What follows belongs to an exercise in optimizing a design on an open flow for small area; a production flow would make more cautious choices. RTL that was checked went through simulation tests only; none was proved equivalent to the original. No driver is modelled on the clock port, so clocking that relies on it looks cheaper here than on a real chip. No activity file was given, so power comes from the tool's default toggle rates.

Setup of before:
==> flow/design.v (excerpt) <==
module mult_top(
    input clk,
    input  [15:0] x,
    input  [15:0] y,
    output reg [31:0] p_out
    );
    wire [31:0] P_vec;
    reg [15:0] X_vec;
    reg [15:0] Y_vec;
    ROBA mult(X_vec,Y_vec,P_vec);
    always @(posedge clk)
    begin
        p_out <= P_vec;
        X_vec <= x;
        Y_vec <= y;
    end
endmodule
==> flow/config.mk <==
export PLATFORM = sky130hd
export DESIGN_NAME = mult_top
export DESIGN_NICKNAME = mult_top
export VERILOG_FILES = /design/flow/design.v
export SDC_FILE = /design/flow/constraint.sdc
export NUM_CORES = 4
export LEC_CHECK = 0
export CAP_MARGIN = 20
export CELL_PAD_IN_SITES_DETAIL_PLACEMENT = 0
export CELL_PAD_IN_SITES_GLOBAL_PLACEMENT = 0
export CORE_MARGIN = 2
export CORE_UTILIZATION = 50
export GPL_TIMING_DRIVEN = 0
export SLEW_MARGIN = 20
==> flow/constraint.sdc <==
create_clock -name core_clock -period 10.0 [get_ports {clk}]
set_input_delay 2.0000 -clock core_clock [delete_from_list [all_inputs] [get_ports {clk}]]
set_output_delay 2.0000 -clock core_clock [all_outputs]
set_load 0.01 [all_outputs]
standard.sh (not shown) runs the stock make flow with config.mk's settings and CLKGATE_MAP_FILE= SYNTH_SCRIPT=/design/flow/synth_recipe.tcl, a recipe that flattens the netlist after the stock synthesis.
==> flow/flow/run.sh <==
#!/bin/bash
# Own area-oriented synthesis (flow/synth.tcl), then the standard layout
# with single-strength port buffers and a small clock tree. Full tool output
# goes to flow.log here; ORFS's per-step logs are under orfs/logs/.
set -euo pipefail
HERE=$(pwd)
export MY_FA=0
export MY_ABC_SCRIPT=$HERE/flow/abc_area.script
bash standard.sh SYNTH_SCRIPT=$HERE/flow/synth.tcl \
  "BUFFER_PORTS_ARGS=-buffer_cell sky130_fd_sc_hd__buf_1" \
  "CTS_ARGS=-sink_clustering_enable -repair_clock_nets -dont_use_dummy_load -root_buf sky130_fd_sc_hd__clkbuf_8 -buf_list sky130_fd_sc_hd__clkbuf_4 -sink_clustering_size 16" \
  finish > $HERE/flow.log 2>&1
==> flow/flow/abc_area.script <==
strash
dch -f
amap
topo
==> flow/flow/synth.tcl <==
# Area-oriented synthesis: ORFS's synth.tcl without the Kogge-Stone adder map
# and (optionally) without full-adder extraction, with an area ABC script.
proc synth {args} { yosys synth -nofsm -noshare {*}$args }
source $::env(SCRIPTS_DIR)/synth_preamble.tcl
read_checkpoint $::env(RESULTS_DIR)/1_1_yosys_canonicalize.rtlil
hierarchy -check -top $::env(DESIGN_NAME)
synth -flatten -run :fine
synth -top $::env(DESIGN_NAME) -run fine:
chformal -remove
delete t:\$print
renames -wire
opt -purge
if { [env_var_equals MY_FA 1] } {
  extract_fa
  techmap -map $::env(ADDER_MAP_FILE)
  techmap
  opt -fast -purge
}
dfflibmap {*}$lib_args {*}$lib_dont_use_args
opt
setundef -zero
set my_abc_args [list -script $::env(MY_ABC_SCRIPT) {*}$lib_args {*}$lib_dont_use_args]
abc {*}$my_abc_args
splitnets
opt_clean -purge
hilomap -singleton -hicell {*}$::env(TIEHI_CELL_AND_PORT) -locell {*}$::env(TIELO_CELL_AND_PORT)
insbuf -buf {*}$::env(MIN_BUF_CELL_AND_PORTS)
tee -o $::env(REPORTS_DIR)/synth_stat.txt stat {*}$lib_args
check -assert -mapped
# left out here: clear keep_hierarchy, flatten, clean up, hide names made inside functions, write 1_2_yosys.v
log_cmd exec cp $::env(SDC_FILE) $::env(RESULTS_DIR)/1_synth.sdc
before completed every stage of the flow, and the final layout passed the timing, design-rule and antenna checks.
Input-level comparison between after and before:
==> flow/flow/run.sh <==
#!/bin/bash
# Own area-oriented synthesis (flow/synth.tcl), then the standard layout
# with single-strength port buffers. Full tool output goes to flow.log here;
# ORFS's per-step logs are under orfs/logs/.
set -euo pipefail
HERE=$(pwd)
export MY_FA=0
export MY_ABC_SCRIPT=$HERE/flow/abc_area.script
bash standard.sh SYNTH_SCRIPT=$HERE/flow/synth.tcl \
  "BUFFER_PORTS_ARGS=-buffer_cell sky130_fd_sc_hd__buf_1" finish > $HERE/flow.log 2>&1
--- a/flow/config.mk
+++ b/flow/config.mk
@@ -8,7 +8,6 @@
 export CAP_MARGIN = 20
-export CELL_PAD_IN_SITES_DETAIL_PLACEMENT = 0
-export CELL_PAD_IN_SITES_GLOBAL_PLACEMENT = 0
+export CELL_PAD_IN_SITES_DETAIL_PLACEMENT = 1
+export CELL_PAD_IN_SITES_GLOBAL_PLACEMENT = 2
 export CORE_MARGIN = 2
-export CORE_UTILIZATION = 50
-export GPL_TIMING_DRIVEN = 0
+export CORE_UTILIZATION = 30
 export SLEW_MARGIN = 20
==> notes.md <==
Going from before to after, count of non-filler cells in the finished layout grows by 138.
From before to after the numbers moved as follows: synthesis-to-finish area growth up 8.0 points; sum of routed wire length over all layers up 16%.
The clock edge transition at the registers on the reported setup and hold paths was comparable across before and after.
Status: register bit count reported by yosys parity (before, after)
Against before, after reports a power density over the cells that is higher.
Maximum frequency, after vs before: up slightly
Re effective utilization at floorplan: after is 21 points down on before.
Function was not checked in any run of this note: the RTL went through the layout flow alone.

== main ==
Another version of the RTL of mult_top (not shown whole).
Size in the first run: about 800 cells after synthesis, ~5000 µm² of cells after synthesis.
## mult_top
module mult_top(
    input clk,
    input  [15:0] x,
    input  [15:0] y,
    output reg [31:0] p_out
    );
    reg [15:0] X_abs;
    reg [15:0] Y_abs;
    reg        P_sign;
    wire [15:0] xa;
    wire [15:0] ya;
    wire        s;
    wire [31:0] P_vec;
    MAGS mags(x, y, xa, ya, s);
    ROBA mult(X_abs, Y_abs, P_sign, P_vec);
    always @(posedge clk)
    begin
        p_out  <= P_vec;
        X_abs  <= xa;
        Y_abs  <= ya;
        P_sign <= s;
    end
endmodule
==> flow/config.mk <==
export PLATFORM = sky130hd
export DESIGN_NAME = mult_top
export DESIGN_NICKNAME = mult_top
export VERILOG_FILES = /design/flow/design.v
export SDC_FILE = /design/flow/constraint.sdc
export NUM_CORES = 4
export LEC_CHECK = 0
export CAP_MARGIN = 0
export CELL_PAD_IN_SITES_DETAIL_PLACEMENT = 0
export CELL_PAD_IN_SITES_GLOBAL_PLACEMENT = 0
export CORE_MARGIN = 2
export CORE_UTILIZATION = 70
export GPL_TIMING_DRIVEN = 0
export PLACE_DENSITY = 0.75
export SLEW_MARGIN = 0
==> flow/constraint.sdc <==
create_clock -name core_clock -period 10.0 [get_ports {clk}]
set_input_delay 2.0000 -clock core_clock [delete_from_list [all_inputs] [get_ports {clk}]]
set_output_delay 2.0000 -clock core_clock [all_outputs]
set_load 0.01 [all_outputs]
==> flow/flow/run.sh <==
#!/bin/bash
# Own area-oriented synthesis (flow/synth.tcl), then the standard layout
# with single-strength port buffers and a small clock tree. Full tool output
# goes to flow.log here; ORFS's per-step logs are under orfs/logs/.
# The adder module keeps the structure Yosys gives it (one mapping pass);
# the rounding and shifting module gets LUT mapping with don't-care
# resynthesis (mfs) before cell mapping; the rest a plain area script. After CTS, clock buffers whose sinks
# see a slow edge are upsized (flow/post_cts.tcl).
set -euo pipefail
HERE=$(pwd)
export MY_ABC_SCRIPTS="MAGS:$HERE/flow/abc_area.script ROBA:$HERE/flow/abc_mfs.script SUMX:$HERE/flow/abc_keep.script mult_top:$HERE/flow/abc_keep.script"
export MY_CLK_SLEW_LIMIT=0.1
bash standard.sh SYNTH_SCRIPT=$HERE/flow/synth.tcl \
  POST_CTS_TCL=$HERE/flow/post_cts.tcl \
  "BUFFER_PORTS_ARGS=-buffer_cell sky130_fd_sc_hd__buf_1" \
  "CTS_ARGS=-sink_clustering_enable -repair_clock_nets -dont_use_dummy_load -root_buf sky130_fd_sc_hd__clkbuf_4 -buf_list sky130_fd_sc_hd__clkbuf_4" \
  finish > $HERE/flow.log 2>&1
==> flow/flow/abc_mfs.script <==
strash
&get -n
&dch -f
&if -K 4 -a
&mfs
&st
&put
dc2
dch -f
amap
strash
dc2
dch -f
amap
topo
Other scripts of this flow, unchanged in this note and not shown: flow/flow/abc_area.script, flow/flow/abc_keep.script, flow/flow/post_cts.tcl, flow/flow/synth.tcl
main | stages: all done | timing, DRC, antenna: all pass
Input changes introduced in the feature branch (baseline for comparison: main):
diff --git a/flow/flow/run.sh b/flow/flow/run.sh
--- a/flow/flow/run.sh
+++ b/flow/flow/run.sh
@@ -6,2 +6 @@
-# the rounding and shifting module gets LUT mapping with don't-care
-# resynthesis (mfs) before cell mapping; the rest a plain area script. After CTS, clock buffers whose sinks
+# the rest gets a heavier area script. After CTS, clock buffers whose sinks
@@ -11 +10 @@
-export MY_ABC_SCRIPTS="MAGS:$HERE/flow/abc_area.script ROBA:$HERE/flow/abc_mfs.script SUMX:$HERE/flow/abc_keep.script mult_top:$HERE/flow/abc_keep.script"
+export MY_ABC_SCRIPTS="MAGS:$HERE/flow/abc_area.script ROBA:$HERE/flow/abc_area.script SUMX:$HERE/flow/abc_keep.script mult_top:$HERE/flow/abc_keep.script"
removed: flow/flow/abc_mfs.script
Between main and the feature branch, starting utilization of the core area is lower for the feature branch, main comes in above that.
Diff main -> the feature branch | top achievable clock speed | down by a few percent
Taking main as the reference, in the feature branch total number of cells along the worst setup path picked up an extra 3, clock period minus worst slack picked up an extra 190 ps.
For routability-driven placement congestion ratio, dividing the value from the feature branch by the value from main gives 0.917.
From main to the feature branch the numbers moved as follows: area share of and/or/nand/nor cells after synthesis went up by 0.21 points, reported combinational group power saw a decrease.

## what the ideal ports hide
The results above use ideal ports. As a check the final layouts listed here were re-extracted and re-timed, cells and wires unchanged. Step 1 (the two cells are an assumption about what drives the block):
set clk [get_ports {clk}]
set_driving_cell -lib_cell sky130_fd_sc_hd__clkbuf_16 $clk
set_driving_cell -lib_cell sky130_fd_sc_hd__buf_2 [delete_from_list [all_inputs] $clk]
Step 2 also shifts input and output timing later by t, the mid clock arrival at the registers, as if the neighbouring blocks saw the same clock. Three values: ideal ports, drivers, drivers and shift; two values: the first two.
run	shift t [ns]	slack for setup (ns)	worst setup path at the end	worst slew at a driven data input, ns	pins driven straight from the clock port
before	0.396	0.628 / 0.628 / 0.628	register to register	0.03	1
after	0.392	0.728 / 0.728 / 0.728	register to register	0.03	1
main	0.373	2.264 / 2.264 / 2.264	register to register	0.04	1
the feature branch	0.383	2.071 / 2.071 / 2.071	register to register	0.04	1
After both steps setup and hold are still met in every run listed.
